This design comes from an exercise in tuning for small area, a short achievable clock period and few clock cycles per item on the open sky130 flow, not from production work.
For this run, only the layout was checked, not whether the RTL still works.
Power figures rest on the tool's default switching activity, not on a simulated workload.

File: flow/design.v
module multiplication_top(a_in, b_in, result, clk, reset, start, ready);
    input [63:0] a_in, b_in;
    input clk, reset, start;
    output ready;
    output [128:0] result;
    reg rdy_q;
    reg [6:0] sel_q;              
    reg [57:0] hi_q;               
    reg [69:0] lo_q;               
    reg [64:0] s_q, c_q;           
    reg [13:0] sr_q, cr_q;          
    reg cb_q;                      
    reg [14:0] ach_q;              
    wire last = !rdy_q && sel_q[6];
    wire rdy_d = reset || (rdy_q ? !start : last);
    wire [14:0] ach0 = {a_in[13:0], 1'b0};
    wire [14:0] ach_d;
    assign ach_d = ({15{sel_q[1]}} & {a_in[27], a_in[26], a_in[25], a_in[24], a_in[23], a_in[22], a_in[21], a_in[20], a_in[19], a_in[18], a_in[17], a_in[16], a_in[15], a_in[14], a_in[13]})
        | ({15{sel_q[2]}} & {a_in[41], a_in[40], a_in[39], a_in[38], a_in[37], a_in[36], a_in[35], a_in[34], a_in[33], a_in[32], a_in[31], a_in[30], a_in[29], a_in[28], a_in[27]})
        | ({15{sel_q[3]}} & {a_in[55], a_in[54], a_in[53], a_in[52], a_in[51], a_in[50], a_in[49], a_in[48], a_in[47], a_in[46], a_in[45], a_in[44], a_in[43], a_in[42], a_in[41]})
        | ({15{sel_q[4]}} & {1'b0, 1'b0, 1'b0, 1'b0, 1'b0, 1'b0, a_in[63], a_in[62], a_in[61], a_in[60], a_in[59], a_in[58], a_in[57], a_in[56], a_in[55]});
    wire [14:0] ach = rdy_q ? ach0 : ach_q;
    wire [6:0] one, two, neg;
    genvar g;
    generate for (g = 0; g < 7; g = g + 1) begin : enc
        assign one[g] = ach[2*g+1] ^ ach[2*g];
        assign two[g] = (ach[2*g+2] & ~ach[2*g+1] & ~ach[2*g]) | (~ach[2*g+2] & ach[2*g+1] & ach[2*g]);
        assign neg[g] = ach[2*g+2];
    end endgenerate
    wire [63:0] pp0 = ({64{one[0]}} & b_in | {64{two[0]}} & {b_in[62:0], 1'b0}) ^ {64{neg[0]}};
    wire py0 = two[0] & b_in[63];
    wire px0 = py0 ^ neg[0];
    wire npx0 = ~px0;
    wire npy0 = ~py0;
    wire pz0 = py0 & ~neg[0];
    wire [63:0] pp1 = ({64{one[1]}} & b_in | {64{two[1]}} & {b_in[62:0], 1'b0}) ^ {64{neg[1]}};
    wire py1 = two[1] & b_in[63];
    wire px1 = py1 ^ neg[1];
    wire npx1 = ~px1;
    wire npy1 = ~py1;
    wire pz1 = py1 & ~neg[1];
    wire [63:0] pp2 = ({64{one[2]}} & b_in | {64{two[2]}} & {b_in[62:0], 1'b0}) ^ {64{neg[2]}};
    wire py2 = two[2] & b_in[63];
    wire px2 = py2 ^ neg[2];
    wire npx2 = ~px2;
    wire npy2 = ~py2;
    wire pz2 = py2 & ~neg[2];
    wire [63:0] pp3 = ({64{one[3]}} & b_in | {64{two[3]}} & {b_in[62:0], 1'b0}) ^ {64{neg[3]}};
    wire py3 = two[3] & b_in[63];
    wire px3 = py3 ^ neg[3];
    wire npx3 = ~px3;
    wire npy3 = ~py3;
    wire pz3 = py3 & ~neg[3];
    wire [63:0] pp4 = ({64{one[4]}} & b_in | {64{two[4]}} & {b_in[62:0], 1'b0}) ^ {64{neg[4]}};
    wire py4 = two[4] & b_in[63];
    wire px4 = py4 ^ neg[4];
    wire npx4 = ~px4;
    wire npy4 = ~py4;
    wire pz4 = py4 & ~neg[4];
    wire [63:0] pp5 = ({64{one[5]}} & b_in | {64{two[5]}} & {b_in[62:0], 1'b0}) ^ {64{neg[5]}};
    wire py5 = two[5] & b_in[63];
    wire px5 = py5 ^ neg[5];
    wire npx5 = ~px5;
    wire npy5 = ~py5;
    wire pz5 = py5 & ~neg[5];
    wire [63:0] pp6 = ({64{one[6]}} & b_in | {64{two[6]}} & {b_in[62:0], 1'b0}) ^ {64{neg[6]}};
    wire py6 = two[6] & b_in[63];
    wire px6 = py6 ^ neg[6];
    wire npx6 = ~px6;
    wire npy6 = ~py6;
    wire pz6 = py6 & ~neg[6];
    wire [63:0] negs;
    generate for (g = 0; g < 32; g = g + 1) begin : ng
        assign negs[2*g] = a_in[2*g+1];
        assign negs[2*g+1] = 1'b0;
    end endgenerate
    wire [64:0] si_t = rdy_q ? {1'b1, 64'd0} : s_q;
    wire [64:0] ci_t = rdy_q ? {1'b0, negs} : c_q;
    wire fs1;
    wire fc2;
    wire hs3;
    wire hc4;
    wire fs5;
    wire fc6;
    wire fs7;
    wire fc8;
    wire hs9;
    wire hc10;
    wire fs11;
    wire fc12;
    wire fs13;
    wire fc14;
    wire fs15;
    wire fc16;
    wire fs17;
    wire fc18;
    wire hs19;
    wire hc20;
    wire fs21;
    wire fc22;
    wire fs23;
    wire fc24;
    wire fs25;
    wire fc26;
    wire fs27;
    wire fc28;
    wire fs29;
    wire fc30;
    wire fs31;
    wire fc32;
    wire fs33;
    wire fc34;
    wire fs35;
    wire fc36;
    wire fs37;
    wire fc38;
    wire fs39;
    wire fc40;
    wire fs41;
    wire fc42;
    wire fs43;
    wire fc44;
    wire fs45;
    wire fc46;
    wire fs47;
    wire fc48;
    wire fs49;
    wire fc50;
    wire fs51;
    wire fc52;
    wire fs53;
    wire fc54;
    wire fs55;
    wire fc56;
    wire fs57;
    wire fc58;
    wire fs59;
    wire fc60;
    wire fs61;
    wire fc62;
    wire fs63;
    wire fc64;
    wire fs65;
    wire fc66;
    wire fs67;
    wire fc68;
    wire fs69;
    wire fc70;
    wire fs71;
    wire fc72;
    wire fs73;
    wire fc74;
    wire fs75;
    wire fc76;
    wire fs77;
    wire fc78;
    wire fs79;
    wire fc80;
    wire fs81;
    wire fc82;
    wire fs83;
    wire fc84;
    wire fs85;
    wire fc86;
    wire fs87;
    wire fc88;
    wire fs89;
    wire fc90;
    wire fs91;
    wire fc92;
    wire fs93;
    wire fc94;
    wire fs95;
    wire fc96;
    wire fs97;
    wire fc98;
    wire fs99;
    wire fc100;
    wire fs101;
    wire fc102;
    wire fs103;
    wire fc104;
    wire fs105;
    wire fc106;
    wire fs107;
    wire fc108;
    wire fs109;
    wire fc110;
    wire fs111;
    wire fc112;
    wire fs113;
    wire fc114;
    wire fs115;
    wire fc116;
    wire fs117;
    wire fc118;
    wire fs119;
    wire fc120;
    wire fs121;
    wire fc122;
    wire fs123;
    wire fc124;
    wire fs125;
    wire fc126;
    wire fs127;
    wire fc128;
    wire fs129;
    wire fc130;
    wire fs131;
    wire fc132;
    wire fs133;
    wire fc134;
    wire fs135;
    wire fc136;
    wire fs137;
    wire fc138;
    wire fs139;
    wire fc140;
    wire fs141;
    wire fc142;
    wire fs143;
    wire fc144;
    wire fs145;
    wire fc146;
    wire fs147;
    wire fc148;
    wire fs149;
    wire fc150;
    wire fs151;
    wire fc152;
    wire fs153;
    wire fc154;
    wire fs155;
    wire fc156;
    wire fs157;
    wire fc158;
    wire fs159;
    wire fc160;
    wire fs161;
    wire fc162;
    wire fs163;
    wire fc164;
    wire fs165;
    wire fc166;
    wire fs167;
    wire fc168;
    wire fs169;
    wire fc170;
    wire fs171;
    wire fc172;
    wire fs173;
    wire fc174;
    wire fs175;
    wire fc176;
    wire fs177;
    wire fc178;
    wire fs179;
    wire fc180;
    wire fs181;
    wire fc182;
    wire fs183;
    wire fc184;
    wire fs185;
    wire fc186;
    wire fs187;
    wire fc188;
    wire fs189;
    wire fc190;
    wire fs191;
    wire fc192;
    wire fs193;
    wire fc194;
    wire fs195;
    wire fc196;
    wire fs197;
    wire fc198;
    wire fs199;
    wire fc200;
    wire fs201;
    wire fc202;
    wire fs203;
    wire fc204;
    wire fs205;
    wire fc206;
    wire fs207;
    wire fc208;
    wire fs209;
    wire fc210;
    wire fs211;
    wire fc212;
    wire fs213;
    wire fc214;
    wire fs215;
    wire fc216;
    wire fs217;
    wire fc218;
    wire fs219;
    wire fc220;
    wire fs221;
    wire fc222;
    wire fs223;
    wire fc224;
    wire fs225;
    wire fc226;
    wire fs227;
    wire fc228;
    wire fs229;
    wire fc230;
    wire fs231;
    wire fc232;
    wire fs233;
    wire fc234;
    wire fs235;
    wire fc236;
    wire fs237;
    wire fc238;
    wire fs239;
    wire fc240;
    wire fs241;
    wire fc242;
    wire fs243;
    wire fc244;
    wire fs245;
    wire fc246;
    wire fs247;
    wire fc248;
    wire fs249;
    wire fc250;
    wire fs251;
    wire fc252;
    wire fs253;
    wire fc254;
    wire fs255;
    wire fc256;
    wire fs257;
    wire fc258;
    wire fs259;
    wire fc260;
    wire fs261;
    wire fc262;
    wire fs263;
    wire fc264;
    wire fs265;
    wire fc266;
    wire fs267;
    wire fc268;
    wire fs269;
    wire fc270;
    wire fs271;
    wire fc272;
    wire fs273;
    wire fc274;
    wire fs275;
    wire fc276;
    wire fs277;
    wire fc278;
    wire fs279;
    wire fc280;
    wire fs281;
    wire fc282;
    wire fs283;
    wire fc284;
    wire fs285;
    wire fc286;
    wire fs287;
    wire fc288;
    wire fs289;
    wire fc290;
    wire fs291;
    wire fc292;
    wire fs293;
    wire fc294;
    wire fs295;
    wire fc296;
    wire fs297;
    wire fc298;
    wire fs299;
    wire fc300;
    wire fs301;
    wire fc302;
    wire fs303;
    wire fc304;
    wire fs305;
    wire fc306;
    wire fs307;
    wire fc308;
    wire fs309;
    wire fc310;
    wire fs311;
    wire fc312;
    wire fs313;
    wire fc314;
    wire fs315;
    wire fc316;
    wire fs317;
    wire fc318;
    wire fs319;
    wire fc320;
    wire fs321;
    wire fc322;
    wire fs323;
    wire fc324;
    wire fs325;
    wire fc326;
    wire fs327;
    wire fc328;
    wire fs329;
    wire fc330;
    wire fs331;
    wire fc332;
    wire fs333;
    wire fc334;
    wire fs335;
    wire fc336;
    wire fs337;
    wire fc338;
    wire hs339;
    wire hc340;
    wire fs341;
    wire fc342;
    wire hs343;
    wire hc344;
    wire hs345;
    wire hc346;
    wire fs347;
    wire fc348;
    wire fs349;
    wire fc350;
    wire hs351;
    wire hc352;
    wire fs353;
    wire fc354;
    wire fs355;
    wire fc356;
    wire fs357;
    wire fc358;
    wire fs359;
    wire fc360;
    wire fs361;
    wire fc362;
    wire fs363;
    wire fc364;
    wire fs365;
    wire fc366;
    wire fs367;
    wire fc368;
    wire fs369;
    wire fc370;
    wire fs371;
    wire fc372;
    wire fs373;
    wire fc374;
    wire fs375;
    wire fc376;
    wire fs377;
    wire fc378;
    wire fs379;
    wire fc380;
    wire fs381;
    wire fc382;
    wire fs383;
    wire fc384;
    wire fs385;
    wire fc386;
    wire fs387;
    wire fc388;
    wire fs389;
    wire fc390;
    wire fs391;
    wire fc392;
    wire fs393;
    wire fc394;
    wire fs395;
    wire fc396;
    wire fs397;
    wire fc398;
    wire fs399;
    wire fc400;
    wire fs401;
    wire fc402;
    wire fs403;
    wire fc404;
    wire fs405;
    wire fc406;
    wire fs407;
    wire fc408;
    wire fs409;
    wire fc410;
    wire fs411;
    wire fc412;
    wire fs413;
    wire fc414;
    wire fs415;
    wire fc416;
    wire fs417;
    wire fc418;
    wire fs419;
    wire fc420;
    wire fs421;
    wire fc422;
    wire fs423;
    wire fc424;
    wire fs425;
    wire fc426;
    wire fs427;
    wire fc428;
    wire fs429;
    wire fc430;
    wire fs431;
    wire fc432;
    wire fs433;
    wire fc434;
    wire fs435;
    wire fc436;
    wire fs437;
    wire fc438;
    wire fs439;
    wire fc440;
    wire fs441;
    wire fc442;
    wire fs443;
    wire fc444;
    wire fs445;
    wire fc446;
    wire fs447;
    wire fc448;
    wire fs449;
    wire fc450;
    wire fs451;
    wire fc452;
    wire fs453;
    wire fc454;
    wire fs455;
    wire fc456;
    wire fs457;
    wire fc458;
    wire fs459;
    wire fc460;
    wire fs461;
    wire fc462;
    wire fs463;
    wire fc464;
    wire fs465;
    wire fc466;
    wire fs467;
    wire fc468;
    wire fs469;
    wire fc470;
    wire fs471;
    wire fc472;
    wire fs473;
    wire fc474;
    wire fs475;
    wire fc476;
    wire fs477;
    wire fc478;
    wire fs479;
    wire fc480;
    wire fs481;
    wire fc482;
    wire fs483;
    wire fc484;
    wire fs485;
    wire fc486;
    wire fs487;
    wire fc488;
    wire fs489;
    wire fc490;
    wire fs491;
    wire fc492;
    wire fs493;
    wire fc494;
    wire fs495;
    wire fc496;
    wire fs497;
    wire fc498;
    wire fs499;
    wire fc500;
    wire fs501;
    wire fc502;
    wire fs503;
    wire fc504;
    wire fs505;
    wire fc506;
    wire fs507;
    wire fc508;
    wire fs509;
    wire fc510;
    wire fs511;
    wire fc512;
    wire fs513;
    wire fc514;
    wire fs515;
    wire fc516;
    wire fs517;
    wire fc518;
    wire fs519;
    wire fc520;
    wire fs521;
    wire fc522;
    wire fs523;
    wire fc524;
    wire fs525;
    wire fc526;
    wire fs527;
    wire fc528;
    wire fs529;
    wire fc530;
    wire fs531;
    wire fc532;
    wire fs533;
    wire fc534;
    wire fs535;
    wire fc536;
    wire fs537;
    wire fc538;
    wire fs539;
    wire fc540;
    wire fs541;
    wire fc542;
    wire fs543;
    wire fc544;
    wire fs545;
    wire fc546;
    wire fs547;
    wire fc548;
    wire fs549;
    wire fc550;
    wire fs551;
    wire fc552;
    wire fs553;
    wire fc554;
    wire fs555;
    wire fc556;
    wire fs557;
    wire fc558;
    wire fs559;
    wire fc560;
    wire fs561;
    wire fc562;
    wire fs563;
    wire fc564;
    wire fs565;
    wire fc566;
    wire fs567;
    wire fc568;
    wire fs569;
    wire fc570;
    wire fs571;
    wire fc572;
    wire fs573;
    wire fc574;
    wire fs575;
    wire fc576;
    wire fs577;
    wire fc578;
    wire fs579;
    wire fc580;
    wire fs581;
    wire fc582;
    wire fs583;
    wire fc584;
    wire fs585;
    wire fc586;
    wire fs587;
    wire fc588;
    wire fs589;
    wire fc590;
    wire fs591;
    wire fc592;
    wire fs593;
    wire fc594;
    wire fs595;
    wire fc596;
    wire fs597;
    wire fc598;
    wire fs599;
    wire fc600;
    wire fs601;
    wire fc602;
    wire fs603;
    wire fc604;
    wire fs605;
    wire fc606;
    wire hs607;
    wire hc608;
    wire fs609;
    wire fc610;
    wire hs611;
    wire hc612;
    wire hs613;
    wire hc614;
    wire fs615;
    wire fc616;
    wire fs617;
    wire fc618;
    wire fs619;
    wire fc620;
    wire fs621;
    wire fc622;
    wire fs623;
    wire fc624;
    wire fs625;
    wire fc626;
    wire fs627;
    wire fc628;
    wire fs629;
    wire fc630;
    wire fs631;
    wire fc632;
    wire fs633;
    wire fc634;
    wire fs635;
    wire fc636;
    wire fs637;
    wire fc638;
    wire fs639;
    wire fc640;
    wire fs641;
    wire fc642;
    wire fs643;
    wire fc644;
    wire fs645;
    wire fc646;
    wire fs647;
    wire fc648;
    wire fs649;
    wire fc650;
    wire fs651;
    wire fc652;
    wire fs653;
    wire fc654;
    wire fs655;
    wire fc656;
    wire fs657;
    wire fc658;
    wire fs659;
    wire fc660;
    wire fs661;
    wire fc662;
    wire fs663;
    wire fc664;
    wire fs665;
    wire fc666;
    wire fs667;
    wire fc668;
    wire fs669;
    wire fc670;
    wire fs671;
    wire fc672;
    wire fs673;
    wire fc674;
    wire fs675;
    wire fc676;
    wire fs677;
    wire fc678;
    wire fs679;
    wire fc680;
    wire fs681;
    wire fc682;
    wire fs683;
    wire fc684;
    wire fs685;
    wire fc686;
    wire fs687;
    wire fc688;
    wire fs689;
    wire fc690;
    wire fs691;
    wire fc692;
    wire fs693;
    wire fc694;
    wire fs695;
    wire fc696;
    wire fs697;
    wire fc698;
    wire fs699;
    wire fc700;
    wire fs701;
    wire fc702;
    wire fs703;
    wire fc704;
    wire fs705;
    wire fc706;
    wire fs707;
    wire fc708;
    wire fs709;
    wire fc710;
    wire fs711;
    wire fc712;
    wire fs713;
    wire fc714;
    wire fs715;
    wire fc716;
    wire fs717;
    wire fc718;
    wire fs719;
    wire fc720;
    wire fs721;
    wire fc722;
    wire fs723;
    wire fc724;
    wire fs725;
    wire fc726;
    wire fs727;
    wire fc728;
    wire fs729;
    wire fc730;
    wire fs731;
    wire fc732;
    wire fs733;
    wire fc734;
    wire fs735;
    wire fc736;
    wire fs737;
    wire fc738;
    wire fs739;
    wire fc740;
    wire fs741;
    wire fc742;
    wire fs743;
    wire fc744;
    wire fs745;
    wire fc746;
    wire fs747;
    wire fc748;
    wire fs749;
    wire fc750;
    wire fs751;
    wire fc752;
    wire fs753;
    wire fc754;
    wire fs755;
    wire fc756;
    wire fs757;
    wire fc758;
    wire hs759;
    wire hc760;
    wire hs761;
    wire hc762;
    wire fs763;
    wire fc764;
    wire fs765;
    wire fc766;
    wire fs767;
    wire fc768;
    wire fs769;
    wire fc770;
    wire fs771;
    wire fc772;
    wire fs773;
    wire fc774;
    wire fs775;
    wire fc776;
    wire fs777;
    wire fc778;
    wire fs779;
    wire fc780;
    wire fs781;
    wire fc782;
    wire fs783;
    wire fc784;
    wire fs785;
    wire fc786;
    wire fs787;
    wire fc788;
    wire fs789;
    wire fc790;
    wire fs791;
    wire fc792;
    wire fs793;
    wire fc794;
    wire fs795;
    wire fc796;
    wire fs797;
    wire fc798;
    wire fs799;
    wire fc800;
    wire fs801;
    wire fc802;
    wire fs803;
    wire fc804;
    wire fs805;
    wire fc806;
    wire fs807;
    wire fc808;
    wire fs809;
    wire fc810;
    wire fs811;
    wire fc812;
    wire fs813;
    wire fc814;
    wire fs815;
    wire fc816;
    wire fs817;
    wire fc818;
    wire fs819;
    wire fc820;
    wire fs821;
    wire fc822;
    wire fs823;
    wire fc824;
    wire fs825;
    wire fc826;
    wire fs827;
    wire fc828;
    wire fs829;
    wire fc830;
    wire fs831;
    wire fc832;
    wire fs833;
    wire fc834;
    wire fs835;
    wire fc836;
    wire fs837;
    wire fc838;
    wire fs839;
    wire fc840;
    wire fs841;
    wire fc842;
    wire fs843;
    wire fc844;
    wire fs845;
    wire fc846;
    wire fs847;
    wire fc848;
    wire fs849;
    wire fc850;
    wire fs851;
    wire fc852;
    wire fs853;
    wire fc854;
    wire fs855;
    wire fc856;
    wire fs857;
    wire fc858;
    wire fs859;
    wire fc860;
    wire fs861;
    wire fc862;
    wire fs863;
    wire fc864;
    wire fs865;
    wire fc866;
    wire fs867;
    wire fc868;
    wire fs869;
    wire fc870;
    wire fs871;
    wire fc872;
    wire fs873;
    wire fc874;
    wire fs875;
    wire fc876;
    wire fs877;
    wire fc878;
    wire fs879;
    wire fc880;
    wire fs881;
    wire fc882;
    wire fs883;
    wire fc884;
    wire fs885;
    wire fc886;
    wire fs887;
    wire fc888;
    wire fs889;
    wire fc890;
    wire fs891;
    wire fc892;
    wire fs893;
    wire fc894;
    wire fs895;
    wire fc896;
    wire fs897;
    wire fc898;
    wire fs899;
    wire fc900;
    wire fs901;
    wire fc902;
    wire fs903;
    wire fc904;
    wire fs905;
    wire fc906;
    wire fs907;
    wire fc908;
    wire fs909;
    wire fc910;
    wire hs911;
    wire hc912;
    assign {fc2, fs1} = si_t[0] + ci_t[0] + pp0[0];
    assign {hc4, hs3} = si_t[8] + ci_t[8];
    assign {fc6, fs5} = si_t[9] + ci_t[9] + pp0[9];
    assign {fc8, fs7} = si_t[10] + ci_t[10] + pp0[10];
    assign {hc10, hs9} = pp1[8] + pp2[6];
    assign {fc12, fs11} = si_t[11] + ci_t[11] + pp0[11];
    assign {fc14, fs13} = pp1[9] + pp2[7] + pp3[5];
    assign {fc16, fs15} = si_t[12] + ci_t[12] + pp0[12];
    assign {fc18, fs17} = pp1[10] + pp2[8] + pp3[6];
    assign {hc20, hs19} = pp4[4] + pp5[2];
    assign {fc22, fs21} = si_t[13] + ci_t[13] + pp0[13];
    assign {fc24, fs23} = pp1[11] + pp2[9] + pp3[7];
    assign {fc26, fs25} = pp4[5] + pp5[3] + pp6[1];
    assign {fc28, fs27} = si_t[14] + ci_t[14] + pp0[14];
    assign {fc30, fs29} = pp1[12] + pp2[10] + pp3[8];
    assign {fc32, fs31} = pp4[6] + pp5[4] + pp6[2];
    assign {fc34, fs33} = si_t[15] + ci_t[15] + pp0[15];
    assign {fc36, fs35} = pp1[13] + pp2[11] + pp3[9];
    assign {fc38, fs37} = pp4[7] + pp5[5] + pp6[3];
    assign {fc40, fs39} = si_t[16] + ci_t[16] + pp0[16];
    assign {fc42, fs41} = pp1[14] + pp2[12] + pp3[10];
    assign {fc44, fs43} = pp4[8] + pp5[6] + pp6[4];
    assign {fc46, fs45} = si_t[17] + ci_t[17] + pp0[17];
    assign {fc48, fs47} = pp1[15] + pp2[13] + pp3[11];
    assign {fc50, fs49} = pp4[9] + pp5[7] + pp6[5];
    assign {fc52, fs51} = si_t[18] + ci_t[18] + pp0[18];
    assign {fc54, fs53} = pp1[16] + pp2[14] + pp3[12];
    assign {fc56, fs55} = pp4[10] + pp5[8] + pp6[6];
    assign {fc58, fs57} = si_t[19] + ci_t[19] + pp0[19];
    assign {fc60, fs59} = pp1[17] + pp2[15] + pp3[13];
    assign {fc62, fs61} = pp4[11] + pp5[9] + pp6[7];
    assign {fc64, fs63} = si_t[20] + ci_t[20] + pp0[20];
    assign {fc66, fs65} = pp1[18] + pp2[16] + pp3[14];
    assign {fc68, fs67} = pp4[12] + pp5[10] + pp6[8];
    assign {fc70, fs69} = si_t[21] + ci_t[21] + pp0[21];
    assign {fc72, fs71} = pp1[19] + pp2[17] + pp3[15];
    assign {fc74, fs73} = pp4[13] + pp5[11] + pp6[9];
    assign {fc76, fs75} = si_t[22] + ci_t[22] + pp0[22];
    assign {fc78, fs77} = pp1[20] + pp2[18] + pp3[16];
    assign {fc80, fs79} = pp4[14] + pp5[12] + pp6[10];
    assign {fc82, fs81} = si_t[23] + ci_t[23] + pp0[23];
    assign {fc84, fs83} = pp1[21] + pp2[19] + pp3[17];
    assign {fc86, fs85} = pp4[15] + pp5[13] + pp6[11];
    assign {fc88, fs87} = si_t[24] + ci_t[24] + pp0[24];
    assign {fc90, fs89} = pp1[22] + pp2[20] + pp3[18];
    assign {fc92, fs91} = pp4[16] + pp5[14] + pp6[12];
    assign {fc94, fs93} = si_t[25] + ci_t[25] + pp0[25];
    assign {fc96, fs95} = pp1[23] + pp2[21] + pp3[19];
    assign {fc98, fs97} = pp4[17] + pp5[15] + pp6[13];
    assign {fc100, fs99} = si_t[26] + ci_t[26] + pp0[26];
    assign {fc102, fs101} = pp1[24] + pp2[22] + pp3[20];
    assign {fc104, fs103} = pp4[18] + pp5[16] + pp6[14];
    assign {fc106, fs105} = si_t[27] + ci_t[27] + pp0[27];
    assign {fc108, fs107} = pp1[25] + pp2[23] + pp3[21];
    assign {fc110, fs109} = pp4[19] + pp5[17] + pp6[15];
    assign {fc112, fs111} = si_t[28] + ci_t[28] + pp0[28];
    assign {fc114, fs113} = pp1[26] + pp2[24] + pp3[22];
    assign {fc116, fs115} = pp4[20] + pp5[18] + pp6[16];
    assign {fc118, fs117} = si_t[29] + ci_t[29] + pp0[29];
    assign {fc120, fs119} = pp1[27] + pp2[25] + pp3[23];
    assign {fc122, fs121} = pp4[21] + pp5[19] + pp6[17];
    assign {fc124, fs123} = si_t[30] + ci_t[30] + pp0[30];
    assign {fc126, fs125} = pp1[28] + pp2[26] + pp3[24];
    assign {fc128, fs127} = pp4[22] + pp5[20] + pp6[18];
    assign {fc130, fs129} = si_t[31] + ci_t[31] + pp0[31];
    assign {fc132, fs131} = pp1[29] + pp2[27] + pp3[25];
    assign {fc134, fs133} = pp4[23] + pp5[21] + pp6[19];
    assign {fc136, fs135} = si_t[32] + ci_t[32] + pp0[32];
    assign {fc138, fs137} = pp1[30] + pp2[28] + pp3[26];
    assign {fc140, fs139} = pp4[24] + pp5[22] + pp6[20];
    assign {fc142, fs141} = si_t[33] + ci_t[33] + pp0[33];
    assign {fc144, fs143} = pp1[31] + pp2[29] + pp3[27];
    assign {fc146, fs145} = pp4[25] + pp5[23] + pp6[21];
    assign {fc148, fs147} = si_t[34] + ci_t[34] + pp0[34];
    assign {fc150, fs149} = pp1[32] + pp2[30] + pp3[28];
    assign {fc152, fs151} = pp4[26] + pp5[24] + pp6[22];
    assign {fc154, fs153} = si_t[35] + ci_t[35] + pp0[35];
    assign {fc156, fs155} = pp1[33] + pp2[31] + pp3[29];
    assign {fc158, fs157} = pp4[27] + pp5[25] + pp6[23];
    assign {fc160, fs159} = si_t[36] + ci_t[36] + pp0[36];
    assign {fc162, fs161} = pp1[34] + pp2[32] + pp3[30];
    assign {fc164, fs163} = pp4[28] + pp5[26] + pp6[24];
    assign {fc166, fs165} = si_t[37] + ci_t[37] + pp0[37];
    assign {fc168, fs167} = pp1[35] + pp2[33] + pp3[31];
    assign {fc170, fs169} = pp4[29] + pp5[27] + pp6[25];
    assign {fc172, fs171} = si_t[38] + ci_t[38] + pp0[38];
    assign {fc174, fs173} = pp1[36] + pp2[34] + pp3[32];
    assign {fc176, fs175} = pp4[30] + pp5[28] + pp6[26];
    assign {fc178, fs177} = si_t[39] + ci_t[39] + pp0[39];
    assign {fc180, fs179} = pp1[37] + pp2[35] + pp3[33];
    assign {fc182, fs181} = pp4[31] + pp5[29] + pp6[27];
    assign {fc184, fs183} = si_t[40] + ci_t[40] + pp0[40];
    assign {fc186, fs185} = pp1[38] + pp2[36] + pp3[34];
    assign {fc188, fs187} = pp4[32] + pp5[30] + pp6[28];
    assign {fc190, fs189} = si_t[41] + ci_t[41] + pp0[41];
    assign {fc192, fs191} = pp1[39] + pp2[37] + pp3[35];
    assign {fc194, fs193} = pp4[33] + pp5[31] + pp6[29];
    assign {fc196, fs195} = si_t[42] + ci_t[42] + pp0[42];
    assign {fc198, fs197} = pp1[40] + pp2[38] + pp3[36];
    assign {fc200, fs199} = pp4[34] + pp5[32] + pp6[30];
    assign {fc202, fs201} = si_t[43] + ci_t[43] + pp0[43];
    assign {fc204, fs203} = pp1[41] + pp2[39] + pp3[37];
    assign {fc206, fs205} = pp4[35] + pp5[33] + pp6[31];
    assign {fc208, fs207} = si_t[44] + ci_t[44] + pp0[44];
    assign {fc210, fs209} = pp1[42] + pp2[40] + pp3[38];
    assign {fc212, fs211} = pp4[36] + pp5[34] + pp6[32];
    assign {fc214, fs213} = si_t[45] + ci_t[45] + pp0[45];
    assign {fc216, fs215} = pp1[43] + pp2[41] + pp3[39];
    assign {fc218, fs217} = pp4[37] + pp5[35] + pp6[33];
    assign {fc220, fs219} = si_t[46] + ci_t[46] + pp0[46];
    assign {fc222, fs221} = pp1[44] + pp2[42] + pp3[40];
    assign {fc224, fs223} = pp4[38] + pp5[36] + pp6[34];
    assign {fc226, fs225} = si_t[47] + ci_t[47] + pp0[47];
    assign {fc228, fs227} = pp1[45] + pp2[43] + pp3[41];
    assign {fc230, fs229} = pp4[39] + pp5[37] + pp6[35];
    assign {fc232, fs231} = si_t[48] + ci_t[48] + pp0[48];
    assign {fc234, fs233} = pp1[46] + pp2[44] + pp3[42];
    assign {fc236, fs235} = pp4[40] + pp5[38] + pp6[36];
    assign {fc238, fs237} = si_t[49] + ci_t[49] + pp0[49];
    assign {fc240, fs239} = pp1[47] + pp2[45] + pp3[43];
    assign {fc242, fs241} = pp4[41] + pp5[39] + pp6[37];
    assign {fc244, fs243} = si_t[50] + ci_t[50] + pp0[50];
    assign {fc246, fs245} = pp1[48] + pp2[46] + pp3[44];
    assign {fc248, fs247} = pp4[42] + pp5[40] + pp6[38];
    assign {fc250, fs249} = si_t[51] + ci_t[51] + pp0[51];
    assign {fc252, fs251} = pp1[49] + pp2[47] + pp3[45];
    assign {fc254, fs253} = pp4[43] + pp5[41] + pp6[39];
    assign {fc256, fs255} = si_t[52] + ci_t[52] + pp0[52];
    assign {fc258, fs257} = pp1[50] + pp2[48] + pp3[46];
    assign {fc260, fs259} = pp4[44] + pp5[42] + pp6[40];
    assign {fc262, fs261} = si_t[53] + ci_t[53] + pp0[53];
    assign {fc264, fs263} = pp1[51] + pp2[49] + pp3[47];
    assign {fc266, fs265} = pp4[45] + pp5[43] + pp6[41];
    assign {fc268, fs267} = si_t[54] + ci_t[54] + pp0[54];
    assign {fc270, fs269} = pp1[52] + pp2[50] + pp3[48];
    assign {fc272, fs271} = pp4[46] + pp5[44] + pp6[42];
    assign {fc274, fs273} = si_t[55] + ci_t[55] + pp0[55];
    assign {fc276, fs275} = pp1[53] + pp2[51] + pp3[49];
    assign {fc278, fs277} = pp4[47] + pp5[45] + pp6[43];
    assign {fc280, fs279} = si_t[56] + ci_t[56] + pp0[56];
    assign {fc282, fs281} = pp1[54] + pp2[52] + pp3[50];
    assign {fc284, fs283} = pp4[48] + pp5[46] + pp6[44];
    assign {fc286, fs285} = si_t[57] + ci_t[57] + pp0[57];
    assign {fc288, fs287} = pp1[55] + pp2[53] + pp3[51];
    assign {fc290, fs289} = pp4[49] + pp5[47] + pp6[45];
    assign {fc292, fs291} = si_t[58] + ci_t[58] + pp0[58];
    assign {fc294, fs293} = pp1[56] + pp2[54] + pp3[52];
    assign {fc296, fs295} = pp4[50] + pp5[48] + pp6[46];
    assign {fc298, fs297} = si_t[59] + ci_t[59] + pp0[59];
    assign {fc300, fs299} = pp1[57] + pp2[55] + pp3[53];
    assign {fc302, fs301} = pp4[51] + pp5[49] + pp6[47];
    assign {fc304, fs303} = si_t[60] + ci_t[60] + pp0[60];
    assign {fc306, fs305} = pp1[58] + pp2[56] + pp3[54];
    assign {fc308, fs307} = pp4[52] + pp5[50] + pp6[48];
    assign {fc310, fs309} = si_t[61] + ci_t[61] + pp0[61];
    assign {fc312, fs311} = pp1[59] + pp2[57] + pp3[55];
    assign {fc314, fs313} = pp4[53] + pp5[51] + pp6[49];
    assign {fc316, fs315} = si_t[62] + ci_t[62] + pp0[62];
    assign {fc318, fs317} = pp1[60] + pp2[58] + pp3[56];
    assign {fc320, fs319} = pp4[54] + pp5[52] + pp6[50];
    assign {fc322, fs321} = si_t[63] + ci_t[63] + pp0[63];
    assign {fc324, fs323} = pp1[61] + pp2[59] + pp3[57];
    assign {fc326, fs325} = pp4[55] + pp5[53] + pp6[51];
    assign {fc328, fs327} = si_t[64] + ci_t[64] + npx0;
    assign {fc330, fs329} = pp1[62] + pp2[60] + pp3[58];
    assign {fc332, fs331} = pp4[56] + pp5[54] + pp6[52];
    assign {fc334, fs333} = npy0 + pp1[63] + pp2[61];
    assign {fc336, fs335} = pp3[59] + pp4[57] + pp5[55];
    assign {fc338, fs337} = pz0 + npx1 + pp2[62];
    assign {hc340, hs339} = pp3[60] + pp4[58];
    assign {fc342, fs341} = npy1 + pp2[63] + pp3[61];
    assign {hc344, hs343} = pz1 + npx2;
    assign {hc346, hs345} = si_t[4] + ci_t[4];
    assign {fc348, fs347} = si_t[5] + ci_t[5] + pp0[5];
    assign {fc350, fs349} = si_t[6] + ci_t[6] + pp0[6];
    assign {hc352, hs351} = pp1[4] + pp2[2];
    assign {fc354, fs353} = si_t[7] + ci_t[7] + pp0[7];
    assign {fc356, fs355} = pp1[5] + pp2[3] + pp3[1];
    assign {fc358, fs357} = hs3 + pp0[8] + pp1[6];
    assign {fc360, fs359} = pp2[4] + pp3[2] + pp4[0];
    assign {fc362, fs361} = hc4 + pp1[7] + pp2[5];
    assign {fc364, fs363} = pp3[3] + pp4[1] + fs5;
    assign {fc366, fs365} = pp3[4] + pp4[2] + pp5[0];
    assign {fc368, fs367} = fc6 + fs7 + hs9;
    assign {fc370, fs369} = pp4[3] + pp5[1] + fc8;
    assign {fc372, fs371} = hc10 + fs11 + fs13;
    assign {fc374, fs373} = pp6[0] + fc12 + fc14;
    assign {fc376, fs375} = fs15 + fs17 + hs19;
    assign {fc378, fs377} = fc16 + fc18 + hc20;
    assign {fc380, fs379} = fs21 + fs23 + fs25;
    assign {fc382, fs381} = fc22 + fc24 + fc26;
    assign {fc384, fs383} = fs27 + fs29 + fs31;
    assign {fc386, fs385} = fc28 + fc30 + fc32;
    assign {fc388, fs387} = fs33 + fs35 + fs37;
    assign {fc390, fs389} = fc34 + fc36 + fc38;
    assign {fc392, fs391} = fs39 + fs41 + fs43;
    assign {fc394, fs393} = fc40 + fc42 + fc44;
    assign {fc396, fs395} = fs45 + fs47 + fs49;
    assign {fc398, fs397} = fc46 + fc48 + fc50;
    assign {fc400, fs399} = fs51 + fs53 + fs55;
    assign {fc402, fs401} = fc52 + fc54 + fc56;
    assign {fc404, fs403} = fs57 + fs59 + fs61;
    assign {fc406, fs405} = fc58 + fc60 + fc62;
    assign {fc408, fs407} = fs63 + fs65 + fs67;
    assign {fc410, fs409} = fc64 + fc66 + fc68;
    assign {fc412, fs411} = fs69 + fs71 + fs73;
    assign {fc414, fs413} = fc70 + fc72 + fc74;
    assign {fc416, fs415} = fs75 + fs77 + fs79;
    assign {fc418, fs417} = fc76 + fc78 + fc80;
    assign {fc420, fs419} = fs81 + fs83 + fs85;
    assign {fc422, fs421} = fc82 + fc84 + fc86;
    assign {fc424, fs423} = fs87 + fs89 + fs91;
    assign {fc426, fs425} = fc88 + fc90 + fc92;
    assign {fc428, fs427} = fs93 + fs95 + fs97;
    assign {fc430, fs429} = fc94 + fc96 + fc98;
    assign {fc432, fs431} = fs99 + fs101 + fs103;
    assign {fc434, fs433} = fc100 + fc102 + fc104;
    assign {fc436, fs435} = fs105 + fs107 + fs109;
    assign {fc438, fs437} = fc106 + fc108 + fc110;
    assign {fc440, fs439} = fs111 + fs113 + fs115;
    assign {fc442, fs441} = fc112 + fc114 + fc116;
    assign {fc444, fs443} = fs117 + fs119 + fs121;
    assign {fc446, fs445} = fc118 + fc120 + fc122;
    assign {fc448, fs447} = fs123 + fs125 + fs127;
    assign {fc450, fs449} = fc124 + fc126 + fc128;
    assign {fc452, fs451} = fs129 + fs131 + fs133;
    assign {fc454, fs453} = fc130 + fc132 + fc134;
    assign {fc456, fs455} = fs135 + fs137 + fs139;
    assign {fc458, fs457} = fc136 + fc138 + fc140;
    assign {fc460, fs459} = fs141 + fs143 + fs145;
    assign {fc462, fs461} = fc142 + fc144 + fc146;
    assign {fc464, fs463} = fs147 + fs149 + fs151;
    assign {fc466, fs465} = fc148 + fc150 + fc152;
    assign {fc468, fs467} = fs153 + fs155 + fs157;
    assign {fc470, fs469} = fc154 + fc156 + fc158;
    assign {fc472, fs471} = fs159 + fs161 + fs163;
    assign {fc474, fs473} = fc160 + fc162 + fc164;
    assign {fc476, fs475} = fs165 + fs167 + fs169;
    assign {fc478, fs477} = fc166 + fc168 + fc170;
    assign {fc480, fs479} = fs171 + fs173 + fs175;
    assign {fc482, fs481} = fc172 + fc174 + fc176;
    assign {fc484, fs483} = fs177 + fs179 + fs181;
    assign {fc486, fs485} = fc178 + fc180 + fc182;
    assign {fc488, fs487} = fs183 + fs185 + fs187;
    assign {fc490, fs489} = fc184 + fc186 + fc188;
    assign {fc492, fs491} = fs189 + fs191 + fs193;
    assign {fc494, fs493} = fc190 + fc192 + fc194;
    assign {fc496, fs495} = fs195 + fs197 + fs199;
    assign {fc498, fs497} = fc196 + fc198 + fc200;
    assign {fc500, fs499} = fs201 + fs203 + fs205;
    assign {fc502, fs501} = fc202 + fc204 + fc206;
    assign {fc504, fs503} = fs207 + fs209 + fs211;
    assign {fc506, fs505} = fc208 + fc210 + fc212;
    assign {fc508, fs507} = fs213 + fs215 + fs217;
    assign {fc510, fs509} = fc214 + fc216 + fc218;
    assign {fc512, fs511} = fs219 + fs221 + fs223;
    assign {fc514, fs513} = fc220 + fc222 + fc224;
    assign {fc516, fs515} = fs225 + fs227 + fs229;
    assign {fc518, fs517} = fc226 + fc228 + fc230;
    assign {fc520, fs519} = fs231 + fs233 + fs235;
    assign {fc522, fs521} = fc232 + fc234 + fc236;
    assign {fc524, fs523} = fs237 + fs239 + fs241;
    assign {fc526, fs525} = fc238 + fc240 + fc242;
    assign {fc528, fs527} = fs243 + fs245 + fs247;
    assign {fc530, fs529} = fc244 + fc246 + fc248;
    assign {fc532, fs531} = fs249 + fs251 + fs253;
    assign {fc534, fs533} = fc250 + fc252 + fc254;
    assign {fc536, fs535} = fs255 + fs257 + fs259;
    assign {fc538, fs537} = fc256 + fc258 + fc260;
    assign {fc540, fs539} = fs261 + fs263 + fs265;
    assign {fc542, fs541} = fc262 + fc264 + fc266;
    assign {fc544, fs543} = fs267 + fs269 + fs271;
    assign {fc546, fs545} = fc268 + fc270 + fc272;
    assign {fc548, fs547} = fs273 + fs275 + fs277;
    assign {fc550, fs549} = fc274 + fc276 + fc278;
    assign {fc552, fs551} = fs279 + fs281 + fs283;
    assign {fc554, fs553} = fc280 + fc282 + fc284;
    assign {fc556, fs555} = fs285 + fs287 + fs289;
    assign {fc558, fs557} = fc286 + fc288 + fc290;
    assign {fc560, fs559} = fs291 + fs293 + fs295;
    assign {fc562, fs561} = fc292 + fc294 + fc296;
    assign {fc564, fs563} = fs297 + fs299 + fs301;
    assign {fc566, fs565} = fc298 + fc300 + fc302;
    assign {fc568, fs567} = fs303 + fs305 + fs307;
    assign {fc570, fs569} = fc304 + fc306 + fc308;
    assign {fc572, fs571} = fs309 + fs311 + fs313;
    assign {fc574, fs573} = fc310 + fc312 + fc314;
    assign {fc576, fs575} = fs315 + fs317 + fs319;
    assign {fc578, fs577} = fc316 + fc318 + fc320;
    assign {fc580, fs579} = fs321 + fs323 + fs325;
    assign {fc582, fs581} = fc322 + fc324 + fc326;
    assign {fc584, fs583} = fs327 + fs329 + fs331;
    assign {fc586, fs585} = pp6[53] + fc328 + fc330;
    assign {fc588, fs587} = fc332 + fs333 + fs335;
    assign {fc590, fs589} = pp5[56] + pp6[54] + fc334;
    assign {fc592, fs591} = fc336 + fs337 + hs339;
    assign {fc594, fs593} = pp4[59] + pp5[57] + pp6[55];
    assign {fc596, fs595} = fc338 + hc340 + fs341;
    assign {fc598, fs597} = pp3[62] + pp4[60] + pp5[58];
    assign {fc600, fs599} = pp6[56] + fc342 + hs343;
    assign {fc602, fs601} = npy2 + pp3[63] + pp4[61];
    assign {fc604, fs603} = pp5[59] + pp6[57] + hc344;
    assign {fc606, fs605} = pz2 + npx3 + pp4[62];
    assign {hc608, hs607} = pp5[60] + pp6[58];
    assign {fc610, fs609} = npy3 + pp4[63] + pp5[61];
    assign {hc612, hs611} = pz3 + npx4;
    assign {hc614, hs613} = si_t[1] + ci_t[1];
    assign {fc616, fs615} = si_t[2] + ci_t[2] + pp0[2];
    assign {fc618, fs617} = si_t[3] + ci_t[3] + pp0[3];
    assign {fc620, fs619} = hs345 + pp0[4] + pp1[2];
    assign {fc622, fs621} = hc346 + pp1[3] + pp2[1];
    assign {fc624, fs623} = pp3[0] + fc348 + fs349;
    assign {fc626, fs625} = fc350 + hc352 + fs353;
    assign {fc628, fs627} = fc354 + fc356 + fs357;
    assign {fc630, fs629} = fc358 + fc360 + fs361;
    assign {fc632, fs631} = fc362 + fs365 + fc364;
    assign {fc634, fs633} = fc366 + fc368 + fs369;
    assign {fc636, fs635} = fc370 + fc372 + fs373;
    assign {fc638, fs637} = fc374 + fc376 + fs377;
    assign {fc640, fs639} = fc378 + fc380 + fs381;
    assign {fc642, fs641} = fc382 + fc384 + fs385;
    assign {fc644, fs643} = fc386 + fc388 + fs389;
    assign {fc646, fs645} = fc390 + fc392 + fs393;
    assign {fc648, fs647} = fc394 + fc396 + fs397;
    assign {fc650, fs649} = fc398 + fc400 + fs401;
    assign {fc652, fs651} = fc402 + fc404 + fs405;
    assign {fc654, fs653} = fc406 + fc408 + fs409;
    assign {fc656, fs655} = fc410 + fc412 + fs413;
    assign {fc658, fs657} = fc414 + fc416 + fs417;
    assign {fc660, fs659} = fc418 + fc420 + fs421;
    assign {fc662, fs661} = fc422 + fc424 + fs425;
    assign {fc664, fs663} = fc426 + fc428 + fs429;
    assign {fc666, fs665} = fc430 + fc432 + fs433;
    assign {fc668, fs667} = fc434 + fc436 + fs437;
    assign {fc670, fs669} = fc438 + fc440 + fs441;
    assign {fc672, fs671} = fc442 + fc444 + fs445;
    assign {fc674, fs673} = fc446 + fc448 + fs449;
    assign {fc676, fs675} = fc450 + fc452 + fs453;
    assign {fc678, fs677} = fc454 + fc456 + fs457;
    assign {fc680, fs679} = fc458 + fc460 + fs461;
    assign {fc682, fs681} = fc462 + fc464 + fs465;
    assign {fc684, fs683} = fc466 + fc468 + fs469;
    assign {fc686, fs685} = fc470 + fc472 + fs473;
    assign {fc688, fs687} = fc474 + fc476 + fs477;
    assign {fc690, fs689} = fc478 + fc480 + fs481;
    assign {fc692, fs691} = fc482 + fc484 + fs485;
    assign {fc694, fs693} = fc486 + fc488 + fs489;
    assign {fc696, fs695} = fc490 + fc492 + fs493;
    assign {fc698, fs697} = fc494 + fc496 + fs497;
    assign {fc700, fs699} = fc498 + fc500 + fs501;
    assign {fc702, fs701} = fc502 + fc504 + fs505;
    assign {fc704, fs703} = fc506 + fc508 + fs509;
    assign {fc706, fs705} = fc510 + fc512 + fs513;
    assign {fc708, fs707} = fc514 + fc516 + fs517;
    assign {fc710, fs709} = fc518 + fc520 + fs521;
    assign {fc712, fs711} = fc522 + fc524 + fs525;
    assign {fc714, fs713} = fc526 + fc528 + fs529;
    assign {fc716, fs715} = fc530 + fc532 + fs533;
    assign {fc718, fs717} = fc534 + fc536 + fs537;
    assign {fc720, fs719} = fc538 + fc540 + fs541;
    assign {fc722, fs721} = fc542 + fc544 + fs545;
    assign {fc724, fs723} = fc546 + fc548 + fs549;
    assign {fc726, fs725} = fc550 + fc552 + fs553;
    assign {fc728, fs727} = fc554 + fc556 + fs557;
    assign {fc730, fs729} = fc558 + fc560 + fs561;
    assign {fc732, fs731} = fc562 + fc564 + fs565;
    assign {fc734, fs733} = fc566 + fc568 + fs569;
    assign {fc736, fs735} = fc570 + fc572 + fs573;
    assign {fc738, fs737} = fc574 + fc576 + fs577;
    assign {fc740, fs739} = fc578 + fc580 + fs581;
    assign {fc742, fs741} = fc582 + fc584 + fs585;
    assign {fc744, fs743} = fc586 + fc588 + fs589;
    assign {fc746, fs745} = fs593 + fc590 + fc592;
    assign {fc748, fs747} = fc594 + fs597 + fc596;
    assign {fc750, fs749} = fc598 + fs601 + fc600;
    assign {fc752, fs751} = fc602 + fs605 + hs607;
    assign {fc754, fs753} = pp6[59] + fc606 + hc608;
    assign {fc756, fs755} = pp5[62] + pp6[60] + fc610;
    assign {fc758, fs757} = npy4 + pp5[63] + pp6[61];
    assign {hc760, hs759} = pz4 + npx5;
    assign {hc762, hs761} = hs613 + pp0[1];
    assign {fc764, fs763} = hc614 + pp1[0] + fs615;
    assign {fc766, fs765} = pp1[1] + fc616 + fs617;
    assign {fc768, fs767} = pp2[0] + fc618 + fs619;
    assign {fc770, fs769} = fc620 + fs621 + fs347;
    assign {fc772, fs771} = fc622 + hs351 + fs623;
    assign {fc774, fs773} = fs355 + fc624 + fs625;
    assign {fc776, fs775} = fs359 + fc626 + fs627;
    assign {fc778, fs777} = fc628 + fs629 + fs363;
    assign {fc780, fs779} = fc630 + fs367 + fs631;
    assign {fc782, fs781} = fs371 + fc632 + fs633;
    assign {fc784, fs783} = fs375 + fc634 + fs635;
    assign {fc786, fs785} = fs379 + fc636 + fs637;
    assign {fc788, fs787} = fs383 + fc638 + fs639;
    assign {fc790, fs789} = fs387 + fc640 + fs641;
    assign {fc792, fs791} = fs391 + fc642 + fs643;
    assign {fc794, fs793} = fs395 + fc644 + fs645;
    assign {fc796, fs795} = fs399 + fc646 + fs647;
    assign {fc798, fs797} = fs403 + fc648 + fs649;
    assign {fc800, fs799} = fs407 + fc650 + fs651;
    assign {fc802, fs801} = fs411 + fc652 + fs653;
    assign {fc804, fs803} = fs415 + fc654 + fs655;
    assign {fc806, fs805} = fs419 + fc656 + fs657;
    assign {fc808, fs807} = fs423 + fc658 + fs659;
    assign {fc810, fs809} = fs427 + fc660 + fs661;
    assign {fc812, fs811} = fs431 + fc662 + fs663;
    assign {fc814, fs813} = fs435 + fc664 + fs665;
    assign {fc816, fs815} = fs439 + fc666 + fs667;
    assign {fc818, fs817} = fs443 + fc668 + fs669;
    assign {fc820, fs819} = fs447 + fc670 + fs671;
    assign {fc822, fs821} = fs451 + fc672 + fs673;
    assign {fc824, fs823} = fs455 + fc674 + fs675;
    assign {fc826, fs825} = fs459 + fc676 + fs677;
    assign {fc828, fs827} = fs463 + fc678 + fs679;
    assign {fc830, fs829} = fs467 + fc680 + fs681;
    assign {fc832, fs831} = fs471 + fc682 + fs683;
    assign {fc834, fs833} = fs475 + fc684 + fs685;
    assign {fc836, fs835} = fs479 + fc686 + fs687;
    assign {fc838, fs837} = fs483 + fc688 + fs689;
    assign {fc840, fs839} = fs487 + fc690 + fs691;
    assign {fc842, fs841} = fs491 + fc692 + fs693;
    assign {fc844, fs843} = fs495 + fc694 + fs695;
    assign {fc846, fs845} = fs499 + fc696 + fs697;
    assign {fc848, fs847} = fs503 + fc698 + fs699;
    assign {fc850, fs849} = fs507 + fc700 + fs701;
    assign {fc852, fs851} = fs511 + fc702 + fs703;
    assign {fc854, fs853} = fs515 + fc704 + fs705;
    assign {fc856, fs855} = fs519 + fc706 + fs707;
    assign {fc858, fs857} = fs523 + fc708 + fs709;
    assign {fc860, fs859} = fs527 + fc710 + fs711;
    assign {fc862, fs861} = fs531 + fc712 + fs713;
    assign {fc864, fs863} = fs535 + fc714 + fs715;
    assign {fc866, fs865} = fs539 + fc716 + fs717;
    assign {fc868, fs867} = fs543 + fc718 + fs719;
    assign {fc870, fs869} = fs547 + fc720 + fs721;
    assign {fc872, fs871} = fs551 + fc722 + fs723;
    assign {fc874, fs873} = fs555 + fc724 + fs725;
    assign {fc876, fs875} = fs559 + fc726 + fs727;
    assign {fc878, fs877} = fs563 + fc728 + fs729;
    assign {fc880, fs879} = fs567 + fc730 + fs731;
    assign {fc882, fs881} = fs571 + fc732 + fs733;
    assign {fc884, fs883} = fs575 + fc734 + fs735;
    assign {fc886, fs885} = fs579 + fc736 + fs737;
    assign {fc888, fs887} = fs583 + fc738 + fs739;
    assign {fc890, fs889} = fs587 + fc740 + fs741;
    assign {fc892, fs891} = fs591 + fc742 + fs743;
    assign {fc894, fs893} = fs595 + fc744 + fs745;
    assign {fc896, fs895} = fs599 + fc746 + fs747;
    assign {fc898, fs897} = fs603 + fc748 + fs749;
    assign {fc900, fs899} = fs751 + fc604 + fc750;
    assign {fc902, fs901} = fs609 + fc752 + fs753;
    assign {fc904, fs903} = hs611 + fc754 + fs755;
    assign {fc906, fs905} = fs757 + hc612 + fc756;
    assign {fc908, fs907} = pp6[62] + fc758 + hs759;
    assign {fc910, fs909} = npy5 + pp6[63] + hc760;
    assign {hc912, hs911} = pz5 + npx6;
    wire [78:0] ts = {pz6, hc912, fc910, fc908, fc906, fc904, fc902, fc900, fc898, fc896, fc894, fc892, fc890, fc888, fc886, fc884, fc882, fc880, fc878, fc876, fc874, fc872, fc870, fc868, fc866, fc864, fc862, fc860, fc858, fc856, fc854, fc852, fc850, fc848, fc846, fc844, fc842, fc840, fc838, fc836, fc834, fc832, fc830, fc828, fc826, fc824, fc822, fc820, fc818, fc816, fc814, fc812, fc810, fc808, fc806, fc804, fc802, fc800, fc798, fc796, fc794, fc792, fc790, fc788, fc786, fc784, fc782, fc780, fc778, fc776, fc774, fc772, fc770, fc768, fc766, fc764, hc762, hs761, fs1};
    wire [78:0] tc = {1'b0, npy6, hs911, fs909, fs907, fs905, fs903, fs901, fs899, fs897, fs895, fs893, fs891, fs889, fs887, fs885, fs883, fs881, fs879, fs877, fs875, fs873, fs871, fs869, fs867, fs865, fs863, fs861, fs859, fs857, fs855, fs853, fs851, fs849, fs847, fs845, fs843, fs841, fs839, fs837, fs835, fs833, fs831, fs829, fs827, fs825, fs823, fs821, fs819, fs817, fs815, fs813, fs811, fs809, fs807, fs805, fs803, fs801, fs799, fs797, fs795, fs793, fs791, fs789, fs787, fs785, fs783, fs781, fs779, fs777, fs775, fs773, fs771, fs769, fs767, fs765, fs763, fc2, 1'b0};
    wire [71:0] fp = {s_q[57:0], sr_q};
    wire [71:0] fq = {c_q[57:0], cr_q[13:1], cb_q};
    wire [71:0] fres = fp + fq;
    wire cb_d = fres[14] ^ fp[14] ^ fq[14];
    always @(posedge clk) begin
        rdy_q <= rdy_d;
        sel_q <= rdy_d ? 7'd2 : {sel_q[5:0], 1'b0};
        ach_q <= ach_d;
        s_q <= ts[78:14];
        c_q <= tc[78:14];
        sr_q <= ts[13:0];
        cr_q <= tc[13:0];
        cb_q <= rdy_q ? 1'b0 : cb_d;
        if (!rdy_q) lo_q <= {fres[13:0], lo_q[69:14]};
        if (last) hi_q <= fres[71:14];
    end
    assign ready = rdy_q;
    assign result = {1'b0, hi_q, lo_q};
endmodule
File: flow/flow/run.sh
#!/bin/bash
# The standard layout (standard.sh: standard synthesis, floorplan, place,
# CTS, route), except that the ports are buffered with plain sky130 buf_1
# cells instead of the delay buffers buffer_ports picks by default.
# make's full output goes to flow_make.log here; ORFS's per-step logs are
# under orfs/logs/.
set -euo pipefail
bash standard.sh "BUFFER_PORTS_ARGS=-buffer_cell sky130_fd_sc_hd__buf_1" finish > flow_make.log 2>&1
File: flow/standard.sh
#!/bin/bash
# synth_recipe.tcl (not shown) runs the flow's synth.tcl, then flattens the netlist and writes it again
# the make line also repeats each setting of config.mk as NAME=value (left out here)
make -C /OpenROAD-flow-scripts/flow DESIGN_CONFIG=/design/flow/config.mk WORK_HOME=/design/flow/orfs CLKGATE_MAP_FILE= SYNTH_SCRIPT=/design/flow/synth_recipe.tcl "${@:-finish}"
File: flow/config.mk
export PLATFORM = sky130hd
export DESIGN_NAME = multiplication_top
export DESIGN_NICKNAME = multiplication_top
export VERILOG_FILES = /design/flow/design.v
export SDC_FILE = /design/flow/constraint.sdc
export NUM_CORES = 4
export LEC_CHECK = 0
export CAP_MARGIN = 20
export CORE_MARGIN = 2
export CORE_UTILIZATION = 50
export PLACE_DENSITY = 0.65
export SLEW_MARGIN = 20
File: flow/constraint.sdc
create_clock -name core_clock -period 4.0 [get_ports {clk}]
set_input_delay 0.8000 -clock core_clock [delete_from_list [all_inputs] [get_ports {clk}]]
set_output_delay 0.8000 -clock core_clock [all_outputs]
set_load 0.01 [all_outputs]
==> results.tsv <==
stage	metric	value	unit
hold_path	min-delay-start	a_in[24]	
worst_setup_path	crit_fanout	44	
placement	dpl_cell_area	40710	µm²
timing	finClkSkew	0.01744	ns
timing	whs	0.4187	ns
power	p_leak	17.23	nW
synth	synth_top_cells_by_area	fa_1 (25%), edfxtp_1 (11%), dfxtp_1 (10%)	
worst_setup_path	ff2ff_setup_slack	-0.08	ns
worst_setup_path	required	4.46	ns
floorplan	num_rows	98	
timing	worst_slack	-0.07620	ns
timing	setup-tns-final	-0.4657	ns
clock_tree	clk_latency	0.59	ns
timing	post-route-period-util	101.9	%
worst_setup_path	cp.arrival	4.54	ns
worst_setup_path	setup.worst_path.start	rdy_q$_DFF_P_	
detailed_routing	met1_length	53680	µm
synth	ys_types	71	
floorplan	die_h	271.4	µm
floorplan	core	71120	µm²
power	peakVddDrop	0.0004829	V
hold_path	hold_end	ach_q[11]$_DFF_P_	
synth	synth.top_cell.area_share	24.75	%
global_route	grt-ovfl-total	0	
timing	rsz0062_at_grt	yes	
detailed_routing	drc_errors	0	
finish	nets	5241	
worst_setup_path	reg2regPathDepth	15	
global_route	grt_usage	37.71	%
power	p_per_area	834.9	nW/µm²
synth	syn_area	35750	µm²
clock_tree	cts_sinks	307	
floorplan	die_w	271.4	µm
placement	gp_congestion	1.020	
synth	synth_seq_cells	307	
clock_tree	clk_path_buf_depth	3	
global_route	grt_pass1_wl	210200	µm
detailed_routing	dr.pass1.iters	9	
placement	post-place-ws	-0.5255	ns
global_route	antenna_found_initial	7	
global_route	first_global_vias	32674	
clock_tree	h-tree-depth	2	
clock_tree	clk_pin_slew	0.07	ns
floorplan	start_util	50.27	%
timing	tightest_slew	0.9419	ns
timing	hold_viol	0	
synth	netlist_instances	4419	
global_route	grt_max_degree	59	
worst_setup_path	end_kind	flop	
detailed_routing	met3WireLength	20920	µm
detailed_routing	top_layer_used	met5	
detailed_routing	antenna_left	0	
hold_path	hold_path.class	input pin to flop	
placement	post-dp-hpwl	105000	µm
detailed_routing	drt-initial-drc-count	5574	
timing	max_freq	245.3	MHz
detailed_routing	vias	35459	
timing	fin_crit	4.076	ns
clock_tree	cts_buffers	35	
synth	synth_flop_cell	dfxtp_1	
finish	drive_gt1_share	16.08	%
timing	finalMaxSlewViolations	0	
detailed_routing	route.met2.wl	62850	µm
placement	io_buffers	259	
worst_setup_path	timing.rr.end	c_q[28]$_DFF_P_	
finish	final_util	60.82	%
floorplan	dieArea	73660	µm²
synth	ys.warnings.count	1	
hold_path	whs_path_depth	3	
status	outcome	complete, but fails checks	
worst_setup_path	cp-start-kind	flop	
floorplan	num_io_pins	261	
synth	ys_seq_area_share	20.77	%
clock_tree	cts_tree	built	
timing	slew_headroom	37.12	%
worst_setup_path	reg2reg_from	rdy_q$_DFF_P_	
detailed_routing	finalWirelength	145500	µm
detailed_routing	vias_per_cell	6.376	
clock_tree	clockRootBuffer	clkbuf_16	
finish	syn2layout_area_growth	20.97	%
synth	synth_nets	5080	
synth	synth-edff-count	128	
status	check-failures	setup timing	
synth	syn_area_per_cell	8.091	µm²
flow_run	max_cap_viol_count	0	
worst_setup_path	critical_path_class	flop to flop	
synth	async_flop_share	0	%
finish	stdcell_area	43250	µm²
detailed_routing	wl_per_cell	26.17	µm
timing	finalSetupViolations	17	
synth	synth.largest_area_cell	fa_1	
[per-stage QoR]
step	total power, mW	std cells
after floorplan	22.84	4419
after global placement	30.38	5463
after detailed placement	31.08	5463
after CTS	34.90	5534
after global routing	39.03	5557
final	36.11	5561
[logic make-up (layout without fill, tap and decap cells)]
group,count (synthesis),after routing,share of synthesized area (%)
buffers and inverters,789,977,8.336
and+or+nand+nor,1248,1248,14.51
adders and majority gates,530,530,27.83
xor gates and xnor gates,148,148,3.626
AOI/OAI and AO/OA,1357,1357,23.80
other,1,5,0.01049
muxes,39,39,1.113
DFF,307,307,20.77
[report_power, final]
part | internal, mW | leakage [nW] | switching (mW)
Sequential | 5.23 | 2.69 | 1.24
Combinational | 10.8 | 13.9 | 15.3
Clock | 2.06 | 0.597 | 1.47
[cell type report]
class                      instances  area [µm²]
clock buffer                      43       955.9
fill                            6114       27870
sequential                       307        7431
inverter                         284        1069
antenna                            4       10.01
tap                              950        1189
clock inverter                    21       301.5
multi-input combinational       3323       26590
timing repair buffer             629        5709
[cell usage in the layout, fill, tap and decap left out, drive strengths merged, types with 11 or more instances in the layout]
cell | Yosys | routed
o21ai | 359 | 359
mux2i | 33 | 33
nor2b | 82 | 82
a221oi | 83 | 83
nand4 | 25 | 25
a21boi | 13 | 13
inv | 284 | 287
xor2 | 68 | 68
clkbuf | 460 | 53
edfxtp | 128 | 128
nor2 | 261 | 261
ha | 88 | 88
nand3 | 18 | 18
xnor2 | 80 | 80
o21a | 14 | 14
a22oi | 379 | 379
a31oi | 11 | 11
fa | 442 | 442
a21o | 43 | 43
o21bai | 11 | 11
nand2 | 747 | 747
dfxtp | 179 | 179
a21oi | 404 | 404
nor3 | 76 | 76
buf | 45 | 618
[registers in the layout, summed over array words and instances (netlist names)]
| name | count |
|---|---|
| ach_q | 15 |
| c_q | 64 |
| cb_q | 1 |
| cr_q | 13 |
| hi_q | 58 |
| lo_q | 70 |
| rdy_q | 1 |
| s_q | 65 |
| sel_q | 6 |
| sr_q | 14 |
[worst max path at each step]
stage	depth (start not counted)	end
2_1_floorplan	14	c_q[11]$_DFF_P_
3_3_place_gp	14	c_q[23]$_DFF_P_
3_5_place_dp	14	c_q[23]$_DFF_P_
4_1_cts	14	c_q[16]$_DFF_P_
5_1_grt	15	c_q[51]$_DFF_P_
6_report	15	c_q[28]$_DFF_P_
[synthesized netlist by cell type (81+ instances only)]
master / n
dfxtp_1: 179
o21ai_0: 347
nor2_1: 261
a22oi_1: 379
nor2b_1: 82
a21oi_1: 402
ha_1: 88
a221oi_1: 81
edfxtp_1: 128
inv_1: 283
fa_1: 442
clkbuf_1: 457
nand2_1: 747
[critical path: stages (launching register included)]
cell and delay (ns):
dfxtp_4 0.39, buf_12 0.15, mux2i_4 0.26, buf_6 0.16, buf_4 0.13, nor2_4 0.05
buf_12 0.17, buf_12 0.19, nor3_1 0.19, nor2_1 0.07, a221oi_2 0.22, fa_1 0.48
fa_2 0.36, fa_1 0.48, fa_1 0.54, inv_1 0.05
[what timing repair did]
action                     CTS  global route
setup endpoints to repair   59           118
resized for setup           90           256
buffers inserted             5            12
pin swaps                   22            65
hold buffers                 0             0
gates cloned                 2            11
[metal layers]
layer	global-route usage, %	vias to the layer above
li1	-	15307
met3	11.73	469
met1	50.61	17032
met5	0	-
met4	16.34	8
met2	56.22	2643

[port drivers added, routing unchanged]
The results above use ideal ports. As a check the final layout listed here was re-extracted and re-timed, cells and wires unchanged.
Step 1: set_driving_cell puts a clkbuf_16 on clk and a buf_2 on each other input, an assumption about the parent block.
Step 2, shift: input delay + t, output delay - t, t = (earliest + latest rising clock arrival at the registers) / 2. This alone moves slack from input paths to output paths.
Slacks: ideal ports / drivers / drivers and shift; pairs: ideal ports / drivers.
t, ns: 0.645
setup slack, ns: -0.076 / -0.076 / -0.494
worst register clock-pin slew, ns: 0.07 / 0.07
The setup slack of this run moves by 0.000 ns with the drivers and by -0.418 ns with both steps.
